Source: an optimization exercise on an open RTL-to-GDS flow (aim: small area). Production flows keep margins and buffers that such runs may drop. In this exercise RTL edits were held to simulation tests only and were not proved equivalent to the original. No activity file was given, so power comes from the tool's default toggle rates.

[flow/constraint.sdc]
create_clock -name core_clock -period 10.0 [get_ports {Gbl_CLK}]
set_input_delay 2.0000 -clock core_clock [delete_from_list [all_inputs] [get_ports {Gbl_CLK}]]
set_output_delay 2.0000 -clock core_clock [all_outputs]
set_load 0.01 [all_outputs]
[flow/config.mk]
export PLATFORM = sky130hd
export DESIGN_NAME = Top_Module
export DESIGN_NICKNAME = Top_Module
export VERILOG_FILES = /design/flow/design.v
export SDC_FILE = /design/flow/constraint.sdc
export NUM_CORES = 4
export LEC_CHECK = 0
export CAP_MARGIN = 20
export CORE_MARGIN = 2
export CORE_UTILIZATION = 40
export SLEW_MARGIN = 20
[flow/run.sh]
#!/bin/bash
# synth_recipe.tcl (not shown) runs the flow's synth.tcl, then flattens the netlist and writes it again
# the make line also repeats each setting of config.mk as NAME=value (left out here)
make -C /OpenROAD-flow-scripts/flow DESIGN_CONFIG=/design/flow/config.mk WORK_HOME=/design/flow/orfs CLKGATE_MAP_FILE= SYNTH_SCRIPT=/design/flow/synth_recipe.tcl finish
[flow/design.v]
`timescale 1ns / 1ps
module Top_Module #(parameter CW = 16) (
    input Trigger_S1,
    input Trigger_S2,
    input Trigger_S3,
    input Trigger_S4,
    input Gbl_CLK,
    input RST_EX,
    input Dim_Load,
    input [31:0] DIM_MAX,
    output SR_OUT1,
    output SR_OUT2,
    output SR_OUT3,
    output SR_OUT4,
    output Flag_ERR,
    output Flag_CNT,
    output Flag_DIAG,
    output Flag_MED,
    output Result_Ready,
    output [1:0] Quadrent,
    output [31:0] P,
    output [31:0] Q,
    output [31:0] R
    );
    reg [3:0] L, SR;
    wire [3:0] T = {Trigger_S1, Trigger_S2, Trigger_S3, Trigger_S4};
    always @(posedge Gbl_CLK) begin
        L  <= T | (L & {4{~RST_EX}});
        SR <= L;
    end
    assign {SR_OUT1, SR_OUT2, SR_OUT3, SR_OUT4} = SR;
    wire any_r = |SR;           
    wire all_r = &SR;           
    wire all_l = &L;
    wire [3:0] rise = T & ~L;
    reg rst_d;
    always @(posedge Gbl_CLK) rst_d <= RST_EX;
    reg [3:0] ph;
    always @(posedge Gbl_CLK)
        if (RST_EX || ph == 4'd9) ph <= 4'd0;
        else                      ph <= ph + 4'd1;
    wire tick = ~RST_EX & (ph == 4'd4);
    reg [CW-1:0] lim;
    reg        lim_hi;
    always @(posedge Gbl_CLK)
        if (Dim_Load) begin
            lim    <= DIM_MAX[CW-1:0];
            lim_hi <= |DIM_MAX[31:CW];
        end
    reg [CW-1:0] G;
    reg        cof_g;           
    reg        cof_s;           
    wire       ge    = ~lim_hi & (G >= lim);
    wire       etick = tick & any_r & ~all_l;
    wire [CW-1:0] G_n = (etick & ~ge) ? G + 1'b1 : G;
    wire       cof_n = etick ? ge : cof_g;
    always @(posedge Gbl_CLK) begin
        G     <= rst_d ? {CW{1'b0}} : G_n;       
        cof_g <= ~RST_EX & cof_n;
        cof_s <= ~RST_EX & (cof_s | (|rise & cof_n));
    end
    wire COF = ~all_l & (cof_g | cof_s);
    reg [CW-1:0] V1, V2;
    reg [1:0]  s;
    reg [1:0]  tA, tB, tC, tD;
    wire       alloc = (|rise) & any_r & ~RST_EX & ~rst_d;
    wire [1:0] s_n   = s + 2'd1;
    always @(posedge Gbl_CLK) begin
        if (alloc && s == 2'd0) V1 <= G_n;
        if (alloc && s == 2'd1) V2 <= G_n;
        if (RST_EX) begin
            s <= 2'd0; tA <= 2'd0; tB <= 2'd0; tC <= 2'd0; tD <= 2'd0;
        end else if (alloc) begin
            s <= s_n;
            if (rise[3]) tA <= s_n;
            if (rise[2]) tB <= s_n;
            if (rise[1]) tC <= s_n;
            if (rise[0]) tD <= s_n;
        end
    end
    wire [1:0] selX, selY, selZ;
    FSM Logic_System(.FSM_CLK(Gbl_CLK), .COF(COF), .FSM_RST(RST_EX),
        .A(L[3]), .B(L[2]), .C(L[1]), .D(L[0]),
        .FSM_ERR(Flag_ERR), .FSM_CNT(Flag_CNT), .FSM_DIAG(Flag_DIAG), .FSM_MED(Flag_MED),
        .FSM_W(Quadrent), .FSM_X(selX), .FSM_Y(selY), .FSM_Z(selZ));
    function [1:0] pick(input [1:0] sel, input [1:0] a, input [1:0] b, input [1:0] c, input [1:0] d);
        case (sel)
            2'd0: pick = a;
            2'd1: pick = b;
            2'd2: pick = c;
            default: pick = d;
        endcase
    endfunction
    reg [1:0] tP, tQ, tR;
    reg       rdy;
    always @(posedge Gbl_CLK) begin
        tP  <= all_r ? pick(selX, tA, tB, tC, tD) : 2'd0;
        tQ  <= all_r ? pick(selY, tA, tB, tC, tD) : 2'd0;
        tR  <= all_r ? pick(selZ, tA, tB, tC, tD) : 2'd0;
        rdy <= all_r | (rdy & ~RST_EX);
    end
    assign Result_Ready = rdy;
    function [CW-1:0] slot(input [1:0] t, input [CW-1:0] v1, input [CW-1:0] v2, input [CW-1:0] g);
        case (t)
            2'd0: slot = {CW{1'b0}};
            2'd1: slot = v1;
            2'd2: slot = v2;
            default: slot = g;
        endcase
    endfunction
    assign P = {{(32-CW){1'b0}}, slot(tP, V1, V2, G)};
    assign Q = {{(32-CW){1'b0}}, slot(tQ, V1, V2, G)};
    assign R = {{(32-CW){1'b0}}, slot(tR, V1, V2, G)};
endmodule
`timescale 1ns / 1ps
module FSM(
    input FSM_CLK,
    input COF,
    input FSM_RST,
    input A,
    input B,
    input C,
    input D,
    output reg FSM_ERR,
    output reg FSM_CNT,
    output reg FSM_DIAG,
    output reg FSM_MED,
	 output reg [1:0] FSM_W,
	 output reg [1:0] FSM_X,
	 output reg [1:0] FSM_Y,
	 output reg [1:0] FSM_Z
    );
	 parameter S0 = 8'd0, S1 = 8'd1, S2 = 8'd2, S3 = 8'd3, S4 = 8'd4, S5 = 8'd5, S6 = 8'd6, S7 = 8'd7, S8 = 8'd8, S9 = 8'd9,
	 S10 = 8'd10, S11 = 8'd11, S12 = 8'd12, S13 = 8'd13, S14 = 8'd14, S15 = 8'd15, S16 = 8'd16, S17 = 8'd17, S18 = 8'd18, S19 = 8'd19,
	 S20 = 8'd20, S21 = 8'd21, S22 = 8'd22, S23 = 8'd23, S24 = 8'd24, S25 = 8'd25, S26 = 8'd26, S27 = 8'd27, S28 = 8'd28, S29 = 8'd29,
	 S30 = 8'd30, S31 = 8'd31, S32 = 8'd32, S33 = 8'd33, S34 = 8'd34, S35 = 8'd35, S36 = 8'd36, S37 = 8'd37, S38 = 8'd38, S39 = 8'd39,
	 S40 = 8'd40, S41 = 8'd41, S42 = 8'd42, S43 = 8'd43, S44 = 8'd44, S45 = 8'd45, S46 = 8'd46, S47 = 8'd47, S48 = 8'd48, S49 = 8'd49, 
	 S50 = 8'd50, S51 = 8'd51, S52 = 8'd52, S53 = 8'd53, S54 = 8'd54, S55 = 8'd55, S56 = 8'd56, S57 = 8'd57, S58 = 8'd58, S59 = 8'd59,
	 S60 = 8'd60, S61 = 8'd61, S62 = 8'd62, S63 = 8'd63, S64 = 8'd64, S65 = 8'd65, S66 = 8'd66, S67 = 8'd67, S68 = 8'd68, S69 = 8'd69,
	 S70 = 8'd70, S71 = 8'd71, S72 = 8'd72, S73 = 8'd73, S74 = 8'd74, S75 = 8'd75, S76 = 8'd76, S77 = 8'd77, S78 = 8'd78, S79 = 8'd79,
	 S80 = 8'd80, S81 = 8'd81;
	 reg [6:0] currentState;
	 reg [6:0] nextState;
	 always @(posedge FSM_CLK)
		begin
			if(FSM_RST)
			currentState <= S0;
			else
			currentState <= nextState;
		end
	 always @*  
		 begin
		 case(currentState)
			 S0:
				begin
					FSM_ERR = 1'b0;
					FSM_CNT = 1'b0;
					FSM_DIAG = 1'b0;
					FSM_MED = 1'b0;
					FSM_W = 2'b00;
					FSM_X = 2'b00;
					FSM_Y = 2'b00;
					FSM_Z = 2'b00;
				end
			S1:
				begin
					FSM_ERR = 1'b0;
					FSM_CNT = 1'b1;
					FSM_DIAG = 1'b0;
					FSM_MED = 1'b0;
					FSM_W = 2'b00;
					FSM_X = 2'b01;
					FSM_Y = 2'b10;
					FSM_Z = 2'b11;
				end
			S2:
				begin
					FSM_ERR = 1'b0;
					FSM_CNT = 1'b0;
					FSM_DIAG = 1'b0;
					FSM_MED = 1'b0;
					FSM_W = 2'b00;
					FSM_X = 2'b11;
					FSM_Y = 2'b01;
					FSM_Z = 2'b10;
				end
			S3:
				begin
					FSM_ERR = 1'b0;
					FSM_CNT = 1'b0;
					FSM_DIAG = 1'b0;
					FSM_MED = 1'b1;
					FSM_W = 2'b00;
					FSM_X = 2'b11;
					FSM_Y = 2'b01;
					FSM_Z = 2'b10;
				end
			S4:
				begin
					FSM_ERR = 1'b1;
					FSM_CNT = 1'b0;
					FSM_DIAG = 1'b0;
					FSM_MED = 1'b0;
					FSM_W = 2'b00;
					FSM_X = 2'b11;
					FSM_Y = 2'b01;
					FSM_Z = 2'b10;
				end
			S5:
				begin
					FSM_ERR = 1'b1;
					FSM_CNT = 1'b0;
					FSM_DIAG = 1'b0;
					FSM_MED = 1'b0;
					FSM_W = 2'b00;
					FSM_X = 2'b11;
					FSM_Y = 2'b01;
					FSM_Z = 2'b10;
				end
			S6:
				begin
					FSM_ERR = 1'b1;
					FSM_CNT = 1'b0;
					FSM_DIAG = 1'b0;
					FSM_MED = 1'b1;
					FSM_W = 2'b00;
					FSM_X = 2'b11;
					FSM_Y = 2'b01;
					FSM_Z = 2'b10;
				end
			S7:
				begin
					FSM_ERR = 1'b0;
					FSM_CNT = 1'b0;
					FSM_DIAG = 1'b0;
					FSM_MED = 1'b0;
					FSM_W = 2'b01;
					FSM_X = 2'b00;
					FSM_Y = 2'b10;
					FSM_Z = 2'b11;
				end
			S8:
				begin
					FSM_ERR = 1'b0;
					FSM_CNT = 1'b0;
					FSM_DIAG = 1'b0;
					FSM_MED = 1'b0;
					FSM_W = 2'b01;
					FSM_X = 2'b00;
					FSM_Y = 2'b10;
					FSM_Z = 2'b11;
				end
			S9:
				begin
					FSM_ERR = 1'b1;
					FSM_CNT = 1'b0;
					FSM_DIAG = 1'b0;
					FSM_MED = 1'b1;
					FSM_W = 2'b01;
					FSM_X = 2'b00;
					FSM_Y = 2'b10;
					FSM_Z = 2'b11;
				end
			S10:
				begin
					FSM_ERR = 1'b1;
					FSM_CNT = 1'b0;
					FSM_DIAG = 1'b0;
					FSM_MED = 1'b0;
					FSM_W = 2'b01;
					FSM_X = 2'b00;
					FSM_Y = 2'b10;
					FSM_Z = 2'b11;
				end
			S11:
				begin
					FSM_ERR = 1'b1;
					FSM_CNT = 1'b0;
					FSM_DIAG = 1'b0;
					FSM_MED = 1'b0;
					FSM_W = 2'b01;
					FSM_X = 2'b00;
					FSM_Y = 2'b10;
					FSM_Z = 2'b11;
				end
			S12:
				begin
					FSM_ERR = 1'b0;
					FSM_CNT = 1'b0;
					FSM_DIAG = 1'b0;
					FSM_MED = 1'b1;
					FSM_W = 2'b10;
					FSM_X = 2'b01;
					FSM_Y = 2'b11;
					FSM_Z = 2'b00;
				end
			S13:
				begin
					FSM_ERR = 1'b0;
					FSM_CNT = 1'b0;
					FSM_DIAG = 1'b0;
					FSM_MED = 1'b0;
					FSM_W = 2'b10;
					FSM_X = 2'b01;
					FSM_Y = 2'b11;
					FSM_Z = 2'b00;
				end
			S14:
				begin
					FSM_ERR = 1'b1;
					FSM_CNT = 1'b0;
					FSM_DIAG = 1'b0;
					FSM_MED = 1'b0;
					FSM_W = 2'b10;
					FSM_X = 2'b01;
					FSM_Y = 2'b11;
					FSM_Z = 2'b00;
				end
			S15:
				begin
					FSM_ERR = 1'b1;
					FSM_CNT = 1'b0;
					FSM_DIAG = 1'b0;
					FSM_MED = 1'b0;
					FSM_W = 2'b10;
					FSM_X = 2'b01;
					FSM_Y = 2'b11;
					FSM_Z = 2'b00;
				end
			S16:
				begin
					FSM_ERR = 1'b1;
					FSM_CNT = 1'b0;
					FSM_DIAG = 1'b0;
					FSM_MED = 1'b0;
					FSM_W = 2'b10;
					FSM_X = 2'b01;
					FSM_Y = 2'b11;
					FSM_Z = 2'b00;
				end
			S17:
				begin
					FSM_ERR = 1'b0;
					FSM_CNT = 1'b0;
					FSM_DIAG = 1'b0;
					FSM_MED = 1'b0;
					FSM_W = 2'b11;
					FSM_X = 2'b10;
					FSM_Y = 2'b00;
					FSM_Z = 2'b01;
				end
			S18:
				begin
					FSM_ERR = 1'b0;
					FSM_CNT = 1'b0;
					FSM_DIAG = 1'b0;
					FSM_MED = 1'b0;
					FSM_W = 2'b11;
					FSM_X = 2'b10;
					FSM_Y = 2'b00;
					FSM_Z = 2'b01;
				end
			S19:
				begin
					FSM_ERR = 1'b1;
					FSM_CNT = 1'b0;
					FSM_DIAG = 1'b0;
					FSM_MED = 1'b0;
					FSM_W = 2'b11;
					FSM_X = 2'b10;
					FSM_Y = 2'b00;
					FSM_Z = 2'b01;
				end
			S20:
				begin
					FSM_ERR = 1'b1;
					FSM_CNT = 1'b0;
					FSM_DIAG = 1'b0;
					FSM_MED = 1'b0;
					FSM_W = 2'b11;
					FSM_X = 2'b10;
					FSM_Y = 2'b00;
					FSM_Z = 2'b01;
				end
			S21:
				begin
					FSM_ERR = 1'b1;
					FSM_CNT = 1'b0;
					FSM_DIAG = 1'b0;
					FSM_MED = 1'b0;
					FSM_W = 2'b11;
					FSM_X = 2'b10;
					FSM_Y = 2'b00;
					FSM_Z = 2'b01;
				end
			S22:
				begin
					FSM_ERR = 1'b0;
					FSM_CNT = 1'b0;
					FSM_DIAG = 1'b0;
					FSM_MED = 1'b0;
					FSM_W = 2'b11;
					FSM_X = 2'b10;
					FSM_Y = 2'b00;
					FSM_Z = 2'b01;
				end
			S23:
				begin
					FSM_ERR = 1'b1;
					FSM_CNT = 1'b0;
					FSM_DIAG = 1'b0;
					FSM_MED = 1'b0;
					FSM_W = 2'b11;
					FSM_X = 2'b10;
					FSM_Y = 2'b00;
					FSM_Z = 2'b01;
				end
			S24:
				begin
					FSM_ERR = 1'b0;
					FSM_CNT = 1'b0;
					FSM_DIAG = 1'b0;
					FSM_MED = 1'b0;
					FSM_W = 2'b11;
					FSM_X = 2'b10;
					FSM_Y = 2'b00;
					FSM_Z = 2'b01;
				end
			S25:
				begin
					FSM_ERR = 1'b0;
					FSM_CNT = 1'b0;
					FSM_DIAG = 1'b1;
					FSM_MED = 1'b0;
					FSM_W = 2'b11;
					FSM_X = 2'b10;
					FSM_Y = 2'b00;
					FSM_Z = 2'b01;
				end
			S26:
				begin
					FSM_ERR = 1'b1;
					FSM_CNT = 1'b0;
					FSM_DIAG = 1'b0;
					FSM_MED = 1'b0;
					FSM_W = 2'b11;
					FSM_X = 2'b10;
					FSM_Y = 2'b00;
					FSM_Z = 2'b01;
				end
			S27:
				begin
					FSM_ERR = 1'b0;
					FSM_CNT = 1'b0;
					FSM_DIAG = 1'b0;
					FSM_MED = 1'b0;
					FSM_W = 2'b11;
					FSM_X = 2'b10;
					FSM_Y = 2'b00;
					FSM_Z = 2'b01;
				end
			S28:
				begin
					FSM_ERR = 1'b0;
					FSM_CNT = 1'b0;
					FSM_DIAG = 1'b0;
					FSM_MED = 1'b0;
					FSM_W = 2'b11;
					FSM_X = 2'b10;
					FSM_Y = 2'b00;
					FSM_Z = 2'b01;
				end
			S29:
				begin
					FSM_ERR = 1'b0;
					FSM_CNT = 1'b0;
					FSM_DIAG = 1'b0;
					FSM_MED = 1'b0;
					FSM_W = 2'b11;
					FSM_X = 2'b10;
					FSM_Y = 2'b00;
					FSM_Z = 2'b01;
				end
			S30:
				begin
					FSM_ERR = 1'b1;
					FSM_CNT = 1'b0;
					FSM_DIAG = 1'b0;
					FSM_MED = 1'b0;
					FSM_W = 2'b11;
					FSM_X = 2'b10;
					FSM_Y = 2'b00;
					FSM_Z = 2'b01;
				end
			S31:
				begin
					FSM_ERR = 1'b1;
					FSM_CNT = 1'b0;
					FSM_DIAG = 1'b0;
					FSM_MED = 1'b0;
					FSM_W = 2'b11;
					FSM_X = 2'b10;
					FSM_Y = 2'b00;
					FSM_Z = 2'b01;
				end
			S32:
				begin
					FSM_ERR = 1'b0;
					FSM_CNT = 1'b0;
					FSM_DIAG = 1'b0;
					FSM_MED = 1'b0;
					FSM_W = 2'b11;
					FSM_X = 2'b10;
					FSM_Y = 2'b00;
					FSM_Z = 2'b01;
				end
			S33:
				begin
					FSM_ERR = 1'b0;
					FSM_CNT = 1'b0;
					FSM_DIAG = 1'b0;
					FSM_MED = 1'b0;
					FSM_W = 2'b11;
					FSM_X = 2'b10;
					FSM_Y = 2'b00;
					FSM_Z = 2'b01;
				end
			S34:
				begin
					FSM_ERR = 1'b0;
					FSM_CNT = 1'b0;
					FSM_DIAG = 1'b0;
					FSM_MED = 1'b0;
					FSM_W = 2'b11;
					FSM_X = 2'b10;
					FSM_Y = 2'b00;
					FSM_Z = 2'b01;
				end
			S35:
				begin
					FSM_ERR = 1'b1;
					FSM_CNT = 1'b0;
					FSM_DIAG = 1'b0;
					FSM_MED = 1'b0;
					FSM_W = 2'b10;
					FSM_X = 2'b00;
					FSM_Y = 2'b00;
					FSM_Z = 2'b00;
				end
			S36:
				begin
					FSM_ERR = 1'b1;
					FSM_CNT = 1'b0;
					FSM_DIAG = 1'b0;
					FSM_MED = 1'b0;
					FSM_W = 2'b10;
					FSM_X = 2'b01;
					FSM_Y = 2'b11;
					FSM_Z = 2'b00;
				end
			S37:
				begin
					FSM_ERR = 1'b0;
					FSM_CNT = 1'b0;
					FSM_DIAG = 1'b0;
					FSM_MED = 1'b0;
					FSM_W = 2'b10;
					FSM_X = 2'b01;
					FSM_Y = 2'b11;
					FSM_Z = 2'b00;
				end
			S38:
				begin
					FSM_ERR = 1'b1;
					FSM_CNT = 1'b0;
					FSM_DIAG = 1'b0;
					FSM_MED = 1'b0;
					FSM_W = 2'b10;
					FSM_X = 2'b01;
					FSM_Y = 2'b11;
					FSM_Z = 2'b00;
				end
			S39:
				begin
					FSM_ERR = 1'b0;
					FSM_CNT = 1'b0;
					FSM_DIAG = 1'b0;
					FSM_MED = 1'b0;
					FSM_W = 2'b10;
					FSM_X = 2'b01;
					FSM_Y = 2'b11;
					FSM_Z = 2'b00;
				end
			S40:
				begin
					FSM_ERR = 1'b0;
					FSM_CNT = 1'b0;
					FSM_DIAG = 1'b1;
					FSM_MED = 1'b0;
					FSM_W = 2'b10;
					FSM_X = 2'b01;
					FSM_Y = 2'b11;
					FSM_Z = 2'b00;
				end
			S41:
				begin
					FSM_ERR = 1'b1;
					FSM_CNT = 1'b0;
					FSM_DIAG = 1'b0;
					FSM_MED = 1'b0;
					FSM_W = 2'b10;
					FSM_X = 2'b01;
					FSM_Y = 2'b11;
					FSM_Z = 2'b00;
				end
			S42:
				begin
					FSM_ERR = 1'b0;
					FSM_CNT = 1'b0;
					FSM_DIAG = 1'b0;
					FSM_MED = 1'b0;
					FSM_W = 2'b10;
					FSM_X = 2'b01;
					FSM_Y = 2'b11;
					FSM_Z = 2'b00;
				end
			S43:
				begin
					FSM_ERR = 1'b0;
					FSM_CNT = 1'b0;
					FSM_DIAG = 1'b0;
					FSM_MED = 1'b0;
					FSM_W = 2'b10;
					FSM_X = 2'b01;
					FSM_Y = 2'b11;
					FSM_Z = 2'b00;
				end
			S44:
				begin
					FSM_ERR = 1'b0;
					FSM_CNT = 1'b0;
					FSM_DIAG = 1'b0;
					FSM_MED = 1'b0;
					FSM_W = 2'b10;
					FSM_X = 2'b01;
					FSM_Y = 2'b11;
					FSM_Z = 2'b00;
				end
			S45:
				begin
					FSM_ERR = 1'b1;
					FSM_CNT = 1'b0;
					FSM_DIAG = 1'b0;
					FSM_MED = 1'b0;
					FSM_W = 2'b10;
					FSM_X = 2'b01;
					FSM_Y = 2'b11;
					FSM_Z = 2'b00;
				end
			S46:
				begin
					FSM_ERR = 1'b1;
					FSM_CNT = 1'b0;
					FSM_DIAG = 1'b0;
					FSM_MED = 1'b0;
					FSM_W = 2'b10;
					FSM_X = 2'b01;
					FSM_Y = 2'b11;
					FSM_Z = 2'b00;
				end
			S47:
				begin
					FSM_ERR = 1'b0;
					FSM_CNT = 1'b0;
					FSM_DIAG = 1'b0;
					FSM_MED = 1'b0;
					FSM_W = 2'b10;
					FSM_X = 2'b01;
					FSM_Y = 2'b11;
					FSM_Z = 2'b00;
				end
			S48:
				begin
					FSM_ERR = 1'b0;
					FSM_CNT = 1'b0;
					FSM_DIAG = 1'b0;
					FSM_MED = 1'b0;
					FSM_W = 2'b10;
					FSM_X = 2'b01;
					FSM_Y = 2'b11;
					FSM_Z = 2'b00;
				end
			S49:
				begin
					FSM_ERR = 1'b0;
					FSM_CNT = 1'b0;
					FSM_DIAG = 1'b0;
					FSM_MED = 1'b0;
					FSM_W = 2'b10;
					FSM_X = 2'b01;
					FSM_Y = 2'b11;
					FSM_Z = 2'b00;
				end
			S50:
				begin
					FSM_ERR = 1'b1;
					FSM_CNT = 1'b0;
					FSM_DIAG = 1'b0;
					FSM_MED = 1'b0;
					FSM_W = 2'b10;
					FSM_X = 2'b01;
					FSM_Y = 2'b11;
					FSM_Z = 2'b00;
				end
			S51:
				begin
					FSM_ERR = 1'b1;
					FSM_CNT = 1'b0;
					FSM_DIAG = 1'b0;
					FSM_MED = 1'b0;
					FSM_W = 2'b10;
					FSM_X = 2'b01;
					FSM_Y = 2'b11;
					FSM_Z = 2'b00;
				end
			S52:
				begin
					FSM_ERR = 1'b0;
					FSM_CNT = 1'b0;
					FSM_DIAG = 1'b0;
					FSM_MED = 1'b0;
					FSM_W = 2'b01;
					FSM_X = 2'b10;
					FSM_Y = 2'b00;
					FSM_Z = 2'b11;
				end
			S53:
				begin
					FSM_ERR = 1'b1;
					FSM_CNT = 1'b0;
					FSM_DIAG = 1'b0;
					FSM_MED = 1'b0;
					FSM_W = 2'b01;
					FSM_X = 2'b10;
					FSM_Y = 2'b00;
					FSM_Z = 2'b11;
				end
			S54:
				begin
					FSM_ERR = 1'b0;
					FSM_CNT = 1'b0;
					FSM_DIAG = 1'b0;
					FSM_MED = 1'b0;
					FSM_W = 2'b01;
					FSM_X = 2'b10;
					FSM_Y = 2'b00;
					FSM_Z = 2'b11;
				end
			S55:
				begin
					FSM_ERR = 1'b1;
					FSM_CNT = 1'b0;
					FSM_DIAG = 1'b1;
					FSM_MED = 1'b0;
					FSM_W = 2'b01;
					FSM_X = 2'b10;
					FSM_Y = 2'b00;
					FSM_Z = 2'b11;
				end
			S56:
			begin
					FSM_ERR = 1'b1;
					FSM_CNT = 1'b0;
					FSM_DIAG = 1'b0;
					FSM_MED = 1'b0;
					FSM_W = 2'b01;
					FSM_X = 2'b10;
					FSM_Y = 2'b00;
					FSM_Z = 2'b11;
				end
			S57:
				begin
					FSM_ERR = 1'b0;
					FSM_CNT = 1'b0;
					FSM_DIAG = 1'b0;
					FSM_MED = 1'b0;
					FSM_W = 2'b01;
					FSM_X = 2'b10;
					FSM_Y = 2'b00;
					FSM_Z = 2'b11;
				end
			S58:
				begin
					FSM_ERR = 1'b0;
					FSM_CNT = 1'b0;
					FSM_DIAG = 1'b0;
					FSM_MED = 1'b0;
					FSM_W = 2'b01;
					FSM_X = 2'b10;
					FSM_Y = 2'b00;
					FSM_Z = 2'b11;
				end
			S59:
				begin
					FSM_ERR = 1'b0;
					FSM_CNT = 1'b0;
					FSM_DIAG = 1'b0;
					FSM_MED = 1'b0;
					FSM_W = 2'b01;
					FSM_X = 2'b10;
					FSM_Y = 2'b00;
					FSM_Z = 2'b11;
				end
			S60:
				begin
					FSM_ERR = 1'b1;
					FSM_CNT = 1'b0;
					FSM_DIAG = 1'b0;
					FSM_MED = 1'b0;
					FSM_W = 2'b01;
					FSM_X = 2'b10;
					FSM_Y = 2'b00;
					FSM_Z = 2'b11;
				end
			S61:
				begin
					FSM_ERR = 1'b0;
					FSM_CNT = 1'b0;
					FSM_DIAG = 1'b0;
					FSM_MED = 1'b0;
					FSM_W = 2'b01;
					FSM_X = 2'b10;
					FSM_Y = 2'b00;
					FSM_Z = 2'b11;
				end
			S62:
				begin
					FSM_ERR = 1'b0;
					FSM_CNT = 1'b0;
					FSM_DIAG = 1'b0;
					FSM_MED = 1'b0;
					FSM_W = 2'b01;
					FSM_X = 2'b10;
					FSM_Y = 2'b00;
					FSM_Z = 2'b11;
				end
			S63:
				begin
					FSM_ERR = 1'b0;
					FSM_CNT = 1'b0;
					FSM_DIAG = 1'b0;
					FSM_MED = 1'b0;
					FSM_W = 2'b01;
					FSM_X = 2'b10;
					FSM_Y = 2'b00;
					FSM_Z = 2'b11;
				end
			S64:
				begin
					FSM_ERR = 1'b0;
					FSM_CNT = 1'b0;
					FSM_DIAG = 1'b0;
					FSM_MED = 1'b0;
					FSM_W = 2'b01;
					FSM_X = 2'b10;
					FSM_Y = 2'b00;
					FSM_Z = 2'b11;
				end
			S65:
				begin
					FSM_ERR = 1'b1;
					FSM_CNT = 1'b0;
					FSM_DIAG = 1'b0;
					FSM_MED = 1'b0;
					FSM_W = 2'b01;
					FSM_X = 2'b10;
					FSM_Y = 2'b00;
					FSM_Z = 2'b11;
				end
			S66:
				begin
					FSM_ERR = 1'b1;
					FSM_CNT = 1'b0;
					FSM_DIAG = 1'b0;
					FSM_MED = 1'b0;
					FSM_W = 2'b00;
					FSM_X = 2'b11;
					FSM_Y = 2'b01;
					FSM_Z = 2'b10;
				end
			S67:
				begin
					FSM_ERR = 1'b0;
					FSM_CNT = 1'b0;
					FSM_DIAG = 1'b0;
					FSM_MED = 1'b0;
					FSM_W = 2'b00;
					FSM_X = 2'b11;
					FSM_Y = 2'b01;
					FSM_Z = 2'b10;
				end
			S68:
				begin
					FSM_ERR = 1'b1;
					FSM_CNT = 1'b0;
					FSM_DIAG = 1'b0;
					FSM_MED = 1'b0;
					FSM_W = 2'b00;
					FSM_X = 2'b11;
					FSM_Y = 2'b01;
					FSM_Z = 2'b10;
				end
			S69:
				begin
					FSM_ERR = 1'b0;
					FSM_CNT = 1'b0;
					FSM_DIAG = 1'b0;
					FSM_MED = 1'b0;
					FSM_W = 2'b00;
					FSM_X = 2'b11;
					FSM_Y = 2'b01;
					FSM_Z = 2'b10;
				end
			S70:
				begin
					FSM_ERR = 1'b0;
					FSM_CNT = 1'b0;
					FSM_DIAG = 1'b1;
					FSM_MED = 1'b0;
					FSM_W = 2'b00;
					FSM_X = 2'b11;
					FSM_Y = 2'b01;
					FSM_Z = 2'b10;
				end
			S71:
				begin
					FSM_ERR = 1'b1;
					FSM_CNT = 1'b0;
					FSM_DIAG = 1'b0;
					FSM_MED = 1'b0;
					FSM_W = 2'b00;
					FSM_X = 2'b11;
					FSM_Y = 2'b01;
					FSM_Z = 2'b10;
				end
			S72:
				begin
					FSM_ERR = 1'b0;
					FSM_CNT = 1'b0;
					FSM_DIAG = 1'b0;
					FSM_MED = 1'b0;
					FSM_W = 2'b00;
					FSM_X = 2'b11;
					FSM_Y = 2'b01;
					FSM_Z = 2'b10;
				end
			S73:
				begin
					FSM_ERR = 1'b0;
					FSM_CNT = 1'b0;
					FSM_DIAG = 1'b0;
					FSM_MED = 1'b0;
					FSM_W = 2'b00;
					FSM_X = 2'b11;
					FSM_Y = 2'b01;
					FSM_Z = 2'b10;
				end
			S74:
				begin
					FSM_ERR = 1'b0;
					FSM_CNT = 1'b0;
					FSM_DIAG = 1'b0;
					FSM_MED = 1'b0;
					FSM_W = 2'b00;
					FSM_X = 2'b11;
					FSM_Y = 2'b01;
					FSM_Z = 2'b10;
				end
			S75:
				begin
					FSM_ERR = 1'b1;
					FSM_CNT = 1'b0;
					FSM_DIAG = 1'b0;
					FSM_MED = 1'b0;
					FSM_W = 2'b00;
					FSM_X = 2'b11;
					FSM_Y = 2'b01;
					FSM_Z = 2'b10;
				end
			S76:
				begin
					FSM_ERR = 1'b1;
					FSM_CNT = 1'b0;
					FSM_DIAG = 1'b0;
					FSM_MED = 1'b0;
					FSM_W = 2'b00;
					FSM_X = 2'b11;
					FSM_Y = 2'b01;
					FSM_Z = 2'b10;
				end
			S77:
				begin
					FSM_ERR = 1'b0;
					FSM_CNT = 1'b0;
					FSM_DIAG = 1'b0;
					FSM_MED = 1'b0;
					FSM_W = 2'b00;
					FSM_X = 2'b11;
					FSM_Y = 2'b01;
					FSM_Z = 2'b10;
				end
			S78:
				begin
					FSM_ERR = 1'b0;
					FSM_CNT = 1'b0;
					FSM_DIAG = 1'b0;
					FSM_MED = 1'b0;
					FSM_W = 2'b00;
					FSM_X = 2'b11;
					FSM_Y = 2'b01;
					FSM_Z = 2'b10;
				end
			S79:
				begin
					FSM_ERR = 1'b0;
					FSM_CNT = 1'b0;
					FSM_DIAG = 1'b0;
					FSM_MED = 1'b0;
					FSM_W = 2'b00;
					FSM_X = 2'b11;
					FSM_Y = 2'b01;
					FSM_Z = 2'b10;
				end
			S80:
				begin
					FSM_ERR = 1'b1;
					FSM_CNT = 1'b0;
					FSM_DIAG = 1'b0;
					FSM_MED = 1'b0;
					FSM_W = 2'b00;
					FSM_X = 2'b11;
					FSM_Y = 2'b01;
					FSM_Z = 2'b10;
				end
			S81:
				begin
					FSM_ERR = 1'b1;
					FSM_CNT = 1'b0;
					FSM_DIAG = 1'b0;
					FSM_MED = 1'b0;
					FSM_W = 2'b00;
					FSM_X = 2'b11;
					FSM_Y = 2'b01;
					FSM_Z = 2'b10;
				end
			default:
				begin
					FSM_ERR = 1'b0;
					FSM_CNT = 1'b0;
					FSM_DIAG = 1'b0;
					FSM_MED = 1'b0;
					FSM_W = 2'b00;
					FSM_X = 2'b00;
					FSM_Y = 2'b00;
					FSM_Z = 2'b00;
				end
			endcase
		end
		always @*  
		begin
			case(currentState)
			S0:
				begin
					if(A && B && C && D)
						nextState = S1;
					else if(D && A)
						nextState = S2;
					else if(A && B)
						nextState = S7;
					else if(B && C)
						nextState = S12;
					else if(C && D)
						nextState = S17;
					else if(D)
						nextState = S22;
					else if(C)
						nextState = S37;
					else if(B)
						nextState = S52;
					else if(A)
						nextState = S67;
					else
					nextState = S0;
				end
			S1: nextState = S1;
			S2:
				begin
				if(C && B)
					nextState = S3;
				else if(C)
					nextState = S5;
				else if(B)
					nextState = S6;
				else if (COF)
					nextState = S4;
				else
					nextState = S2;
				end
			S3:  nextState = S3;
			S4:  nextState = S4;
			S5:  nextState = S5;
			S6:  nextState = S6;
			S7:
				begin
				if(C && D)
					nextState = S8;
				else if(C)
					nextState = S11;
				else if(D)
					nextState = S10;
				else if (COF)
					nextState = S9;
				else
					nextState = S7;
				end
			S8: nextState = S8;
			S9: nextState = S9;
			S10: nextState = S10;
			S11: nextState = S11;
			S12:
				begin
				if(A && D)
					nextState = S13;
				else if(A)
					nextState = S16;
				else if(D)
					nextState = S15;
				else if (COF)
					nextState = S14;
				else
					nextState = S12;
				end
			S13: nextState = S13;
			S14: nextState = S14;
			S15: nextState = S15;
			S16: nextState = S16;
			S17:
				begin
				if(A && B)
					nextState = S18;
				else if(A)
					nextState = S21;
				else if(D)
					nextState = S20;
				else if (COF)
					nextState = S19;
				else
					nextState = S17;
				end
			S18: nextState = S18;
			S19: nextState = S19;
			S20: nextState = S20;
			S21: nextState = S21;
			S22:
				begin
				if(A && C)
					nextState = S24;
				else if (A)
					nextState = S32;
				else if (C)
					nextState = S27;
				else if (COF)
					nextState = S23;
				else
					nextState = S22;
				end
			S23: nextState = 23;
			S24:
				begin
				if(B)
					nextState = S25;
				else if (COF)
					nextState = S26;
				else
				   nextState = S24;
				end
			S25: nextState = S25;
			S26: nextState = S26;
		   S27:
				begin
				if(A)
					nextState = S28;
				else if (COF)
					nextState = S30;
				else
				   nextState = S27;
				end
			S28:
				begin
				if(B)
					nextState = S29;
				else if (COF)
					nextState = S31;
				else
				   nextState = S28;
				end
			S29: nextState = S29;
			S30: nextState = S30;
			S31: nextState = S31;
			S32:
				begin
				if(C)
					nextState = S33;
				else if (COF)
					nextState = S35;
				else
				   nextState = S32;
				end
			S33:
				begin
				if(B)
					nextState = S34;
				else if (COF)
					nextState = S36;
				else
				   nextState = S33;
				end
			S34: nextState = S34;
			S35: nextState = S35;
			S36: nextState = S36;
			S37:
				begin
				if(B && D)
					nextState = S39;
				else if (B)
					nextState = S42;
				else if (D)
					nextState = S47;
				else
					nextState = S28;
				end
			S38: nextState = S38;
			S39:
				begin
				if(A)
					nextState = S40;
				else if (COF)
					nextState = S41;
				else
				   nextState = S39;
				end
			S40: nextState = S40;
			S41: nextState = S41;
		   S42:
				begin
				if(D)
					nextState = S43;
				else if (COF)
					nextState = S45;
				else
				   nextState = S42;
				end
			S43:
				begin
				if(A)
					nextState = S44;
				else if (COF)
					nextState = S46;
				else
				   nextState = S43;
				end
			S44: nextState = S44;
			S45: nextState = S45;
			S46: nextState = S46;
			S47:
				begin
				if(B)
					nextState = S48;
				else if (COF)
					nextState = S50;
				else
				   nextState = S47;
				end
			S48:
				begin
				if(A)
					nextState = S49;
				else if (COF)
					nextState = S51;
				else
				   nextState = S48;
				end
			S49: nextState = S49;
			S50: nextState = S50;
			S51: nextState = S51;
			S52:
				begin
				if(A && C)
					nextState = S54;
				else if (A)
					nextState = S57;
				else if (C)
					nextState = S51;
				else
					nextState = S52;
				end
			S53: nextState = S53;
			S54:
				begin
				if(D)
					nextState = S55;
				else if (COF)
					nextState = S56;
				else
				   nextState = S54;
				end
			S55: nextState = S55;
			S56: nextState = S56;
		   S57:
				begin
				if(C)
					nextState = S58;
				else if (COF)
					nextState = S60;
				else
				   nextState = S57;
				end
			S58:
				begin
				if(D)
					nextState = S59;
				else if (COF)
					nextState = S61;
				else
				   nextState = S58;
				end
			S59: nextState = S59;
			S60: nextState = S60;
			S61: nextState = S61;
			S62:
				begin
				if(A)
					nextState = S63;
				else if (COF)
					nextState = S65;
				else
				   nextState = S62;
				end
			S63:
				begin
				if(D)
					nextState = S64;
				else if (COF)
					nextState = S66;
				else
				   nextState = S63;
				end
			S64: nextState = S64;
			S65: nextState = S65;
			S66: nextState = S66;
			S67:
				begin
				if(B && D)
					nextState = S69;
				else if (B)
					nextState = S72;
				else if (D)
					nextState = S77;
				else
					nextState = S67;
				end
			S68: nextState = S68;
			S69:
				begin
				if(C)
					nextState = S70;
				else if (COF)
					nextState = S71;
				else
				   nextState = S69;
				end
			S70: nextState = S70;
			S71: nextState = S71;
		   S72:
				begin
				if(D)
					nextState = S73;
				else if (COF)
					nextState = S75;
				else
				   nextState = S72;
				end
			S73:
				begin
				if(C)
					nextState = S74;
				else if (COF)
					nextState = S76;
				else
				   nextState = S73;
				end
			S74: nextState = S74;
			S75: nextState = S75;
			S76: nextState = S76;
			S77:
				begin
				if(B)
					nextState = S78;
				else if (COF)
					nextState = S80;
				else
				   nextState = S77;
				end
			S78:
				begin
				if(C)
					nextState = S79;
				else if (COF)
					nextState = S81;
				else
				   nextState = S78;
				end
			S79: nextState = S79;
			S80: nextState = S80;
			S81: nextState = S81;
			default: nextState = S0;
			endcase
		end
endmodule
==> impl_metrics.env <==
export IMPL_numCtsBuffers=17
export IMPL_avgSynthCellArea_sq_um=9.13
export IMPL_final_nets=1113
export IMPL_max_stage_delay_ns=0.85
export IMPL_p_per_area_nw_per_um2=187
export IMPL_ys_ff_latch=116
export IMPL_worst_hold_path_type="reg2reg"
export IMPL_place_congestion=0.948
export IMPL_fillers=2081
export IMPL_layout_common_cells="clkdlybuf4s50_1 (97), dfxtp_1 (67), mux2_2 (56)"
export IMPL_cts_tree="yes"
export IMPL_critical_path_top_delay_family="compound AO/OA/AOI/OAI gates"
export IMPL_cp_data_required_time_ns=10.28
export IMPL_core_sq_um=21800
export IMPL_place_ws_ns=4.82
export IMPL_fin_setup_tns_ns=0
export IMPL_ys_seq_area_share_pct=31.5
export IMPL_yosys_cell_types_count=90
export IMPL_cts_setup_buffers=0
export IMPL_multi_input_area_sq_um=5360
export IMPL_fin_worst_skew_ns=0.0117
export IMPL_regArea_sq_um=2810
export IMPL_syn_to_final_growth_pct=16.4
export IMPL_yosysWarnings=2
export IMPL_arrival_ns=5.06
export IMPL_stdcell_area_sq_um=10400
export IMPL_vdd_ir_drop_max_uv=186
export IMPL_syn_area_sq_um=8920
export IMPL_min_period_ns=4.78
export IMPL_drive_gt1_share_pct=13.3
export IMPL_clk_latency_ns=0.42
export IMPL_cts_root_buf="clkbuf_16"
export IMPL_cts_sinks=116
export IMPL_critPathMaxFanout=22
export IMPL_drtAntennaViolNets=0
export IMPL_startpoint_type="input port"
export IMPL_ios=146
export IMPL_initialDrtViolationCount=716
export IMPL_fp_dieW_um=153
export IMPL_synthCells=977
export IMPL_dieHeight_um=153
export IMPL_via_per_inst=6.06
export IMPL_grt_pass1_wl_um=43900
export IMPL_path_class="in2reg"
export IMPL_synth_edf_count=49
export IMPL_setup_violations=0
export IMPL_tightest_slew_ns=1.09
export IMPL_cts_resized=0
export IMPL_antennaDiodeCount=0
export IMPL_fin_ws_ns=5.22
export IMPL_num_rows=54
export IMPL_finalPower_uw=1950
export IMPL_drv_slew=0
export IMPL_grt_setup_unrepaired="false"
export IMPL_overflow=0
export IMPL_start_util_pct=40.9
export IMPL_wl_per_cell_um=20.9
export IMPL_placed_area_sq_um=9810
export IMPL_dp_hpwl_um=19000
export IMPL_antenna_found_initial=0
export IMPL_async_flop_share_pct=0
export IMPL_dieArea_sq_um=23500
export IMPL_drt_wl_total_um=27800
export IMPL_clkTransAtPathRegs_ns=0.05
export IMPL_cap_violations=0
export IMPL_cts_buffer_depth=2
export IMPL_cp_slowest_cell="clkdlybuf4s50_1"
export IMPL_io_buffers=97
export IMPL_finalCritPeriodShare_pct=47.8
export IMPL_cp_end_kind="flop"
export IMPL_final_common_cell="clkdlybuf4s50_1"
export IMPL_max_slew_margin_pct=25.7
export IMPL_max_freq_mhz=209
export IMPL_dr_pass1_iters=5
export IMPL_drc=0
export IMPL_grt_max_degree=49
export IMPL_h_tree_depth=4
export IMPL_path_cells="clkdlybuf4s50_1, a21oi_2, o21ai_2, ha_1, a21boi_0, a2111oi_4, nor4b_2, a32oi_1"
export IMPL_ys_flop_type="dfxtp_1"
export IMPL_power_leakage_uw=0.00403
export IMPL_gr_usage_all_layers_pct=23.4
export IMPL_hold_buffers=0
export IMPL_via_count=8042
export IMPL_status="timing/DRC/antenna clean"
export IMPL_grt_pass1_vias=7984
export IMPL_hold_viol=0
export IMPL_path_buf_inv=1
==> registers in the layout, summed over array words and instances, names as in the netlist, 2 cells and up <==
register and count:
tD 2, SR 4, G 16, V1 16, V2 16, tA 2, tP 2, tB 2
tQ 2, tR 2, selY 2, s 2, selX 2, tC 2, lim 16, selZ 2
Quadrent 2, Logic_System.currentState 7, L 4, ph 4
==> cell type report <==
cell class / instances / area share (%)
clock inverters: 11 / 1.30
multi-input cells: 737 / 51.6
repair buffers: 115 / 10.7
inverters: 48 / 1.74
well taps: 280 / 3.37
flip-flops and latches: 116 / 27.1
clock buffers: 21 / 4.24
==> through the flow <==
step                hold slack [ns]  instances  util [%]
floorplan                     0.371       1024         -
global placement              0.473       1296      44.9
detailed placement            0.469       1296      44.9
CTS                           0.474       1328      47.6
global route                  0.483       1328      47.6
finish                        0.471       1328      47.6
==> where the power goes <==
part | leakage (uW) | internal [uW] | switching, uW | total [uW]
Clock | 0.000282 | 388 | 207 | 595
Combinational | 0.00273 | 281 | 511 | 792
Sequential | 0.00102 | 533 | 26.0 | 559
Total | 0.00403 | 1200 | 744 | 1950
==> routing by layer <==
layer | global-route usage [%] | routed length (um) | vias to the layer above
met2 | 39.1 | 13300 | 393
met4 | 8.02 | 746 | 0
li1 | - | - | 3712
met3 | 5.42 | 2110 | 68
met1 | 29.7 | 11700 | 3869
met5 | 0 | 0 | -
==> final timing paths <==
path	startpoint	end	slack, ns	depth (start not counted)
min reg2reg	L[2]	SR[2]	0.47	0
min	L[2]	SR[2]	0.47	0
max	RST_EX	Flag_ERR	5.22	8
max reg2reg	Logic_System.currentState[5]	Flag_ERR	5.41	13
==> cells in the mapped netlist, drive strengths merged (25+ instances only) <==
cell / count / area (sq um)
nor4: 25 / 171
clkbuf: 33 / 124
edfxtp: 49 / 1470
o21ai: 31 / 170
nor3: 35 / 180
a22o: 50 / 438
a21oi: 38 / 194
ha: 39 / 488
mux2: 56 / 631
nor2b: 28 / 175
dfxtp: 67 / 1340
inv: 47 / 176
nor2: 54 / 203
buf: 90 / 619
nand2: 42 / 165
==> cell families (layout without fill, tap and decap cells) <==
group                      after synthesis  count (layout)  synth area share [%]
buffers and inverters                  171             195                  10.4
adders and majority gates               39              39                  5.47
muxes                                   73              73                  9.82
other                                    1              48                0.0421
xor gates and xnor gates                13              13                  1.28
AOI/OAI and AO/OA                      242             242                  20.3
DFF                                    116             116                  31.5
and+or+nand+nor                        322             322                  21.1

[what the ideal ports hide]
Ports are ideal in the flow. The routed layout listed here was re-timed in OpenROAD. Step 1 (the two cells are an assumption about what drives the block):
set clk [get_ports {Gbl_CLK}]
set_driving_cell -lib_cell sky130_fd_sc_hd__clkbuf_16 $clk
set_driving_cell -lib_cell sky130_fd_sc_hd__buf_2 [delete_from_list [all_inputs] $clk]
Step 2 times the ports against the registers' clock, not the clock port: input delays grow and output delays shrink by t, the midpoint of the rising clock arrivals with the driver on. Slacks: ideal ports / drivers / drivers and shift; pairs: ideal ports / drivers.
t (ns): 0.456
setup slack, ns: 5.221 / 5.240 / 4.785
worst hold slack (ns): 0.471 / 0.471 / 0.471
clock arrival spread, ns: 0.013 / 0.013
worst data-port slew with drivers (ns): 0.07
After both steps setup and hold are still met in this run. The setup slack of this run moves by +0.019 ns with the drivers and by -0.436 ns with both steps.
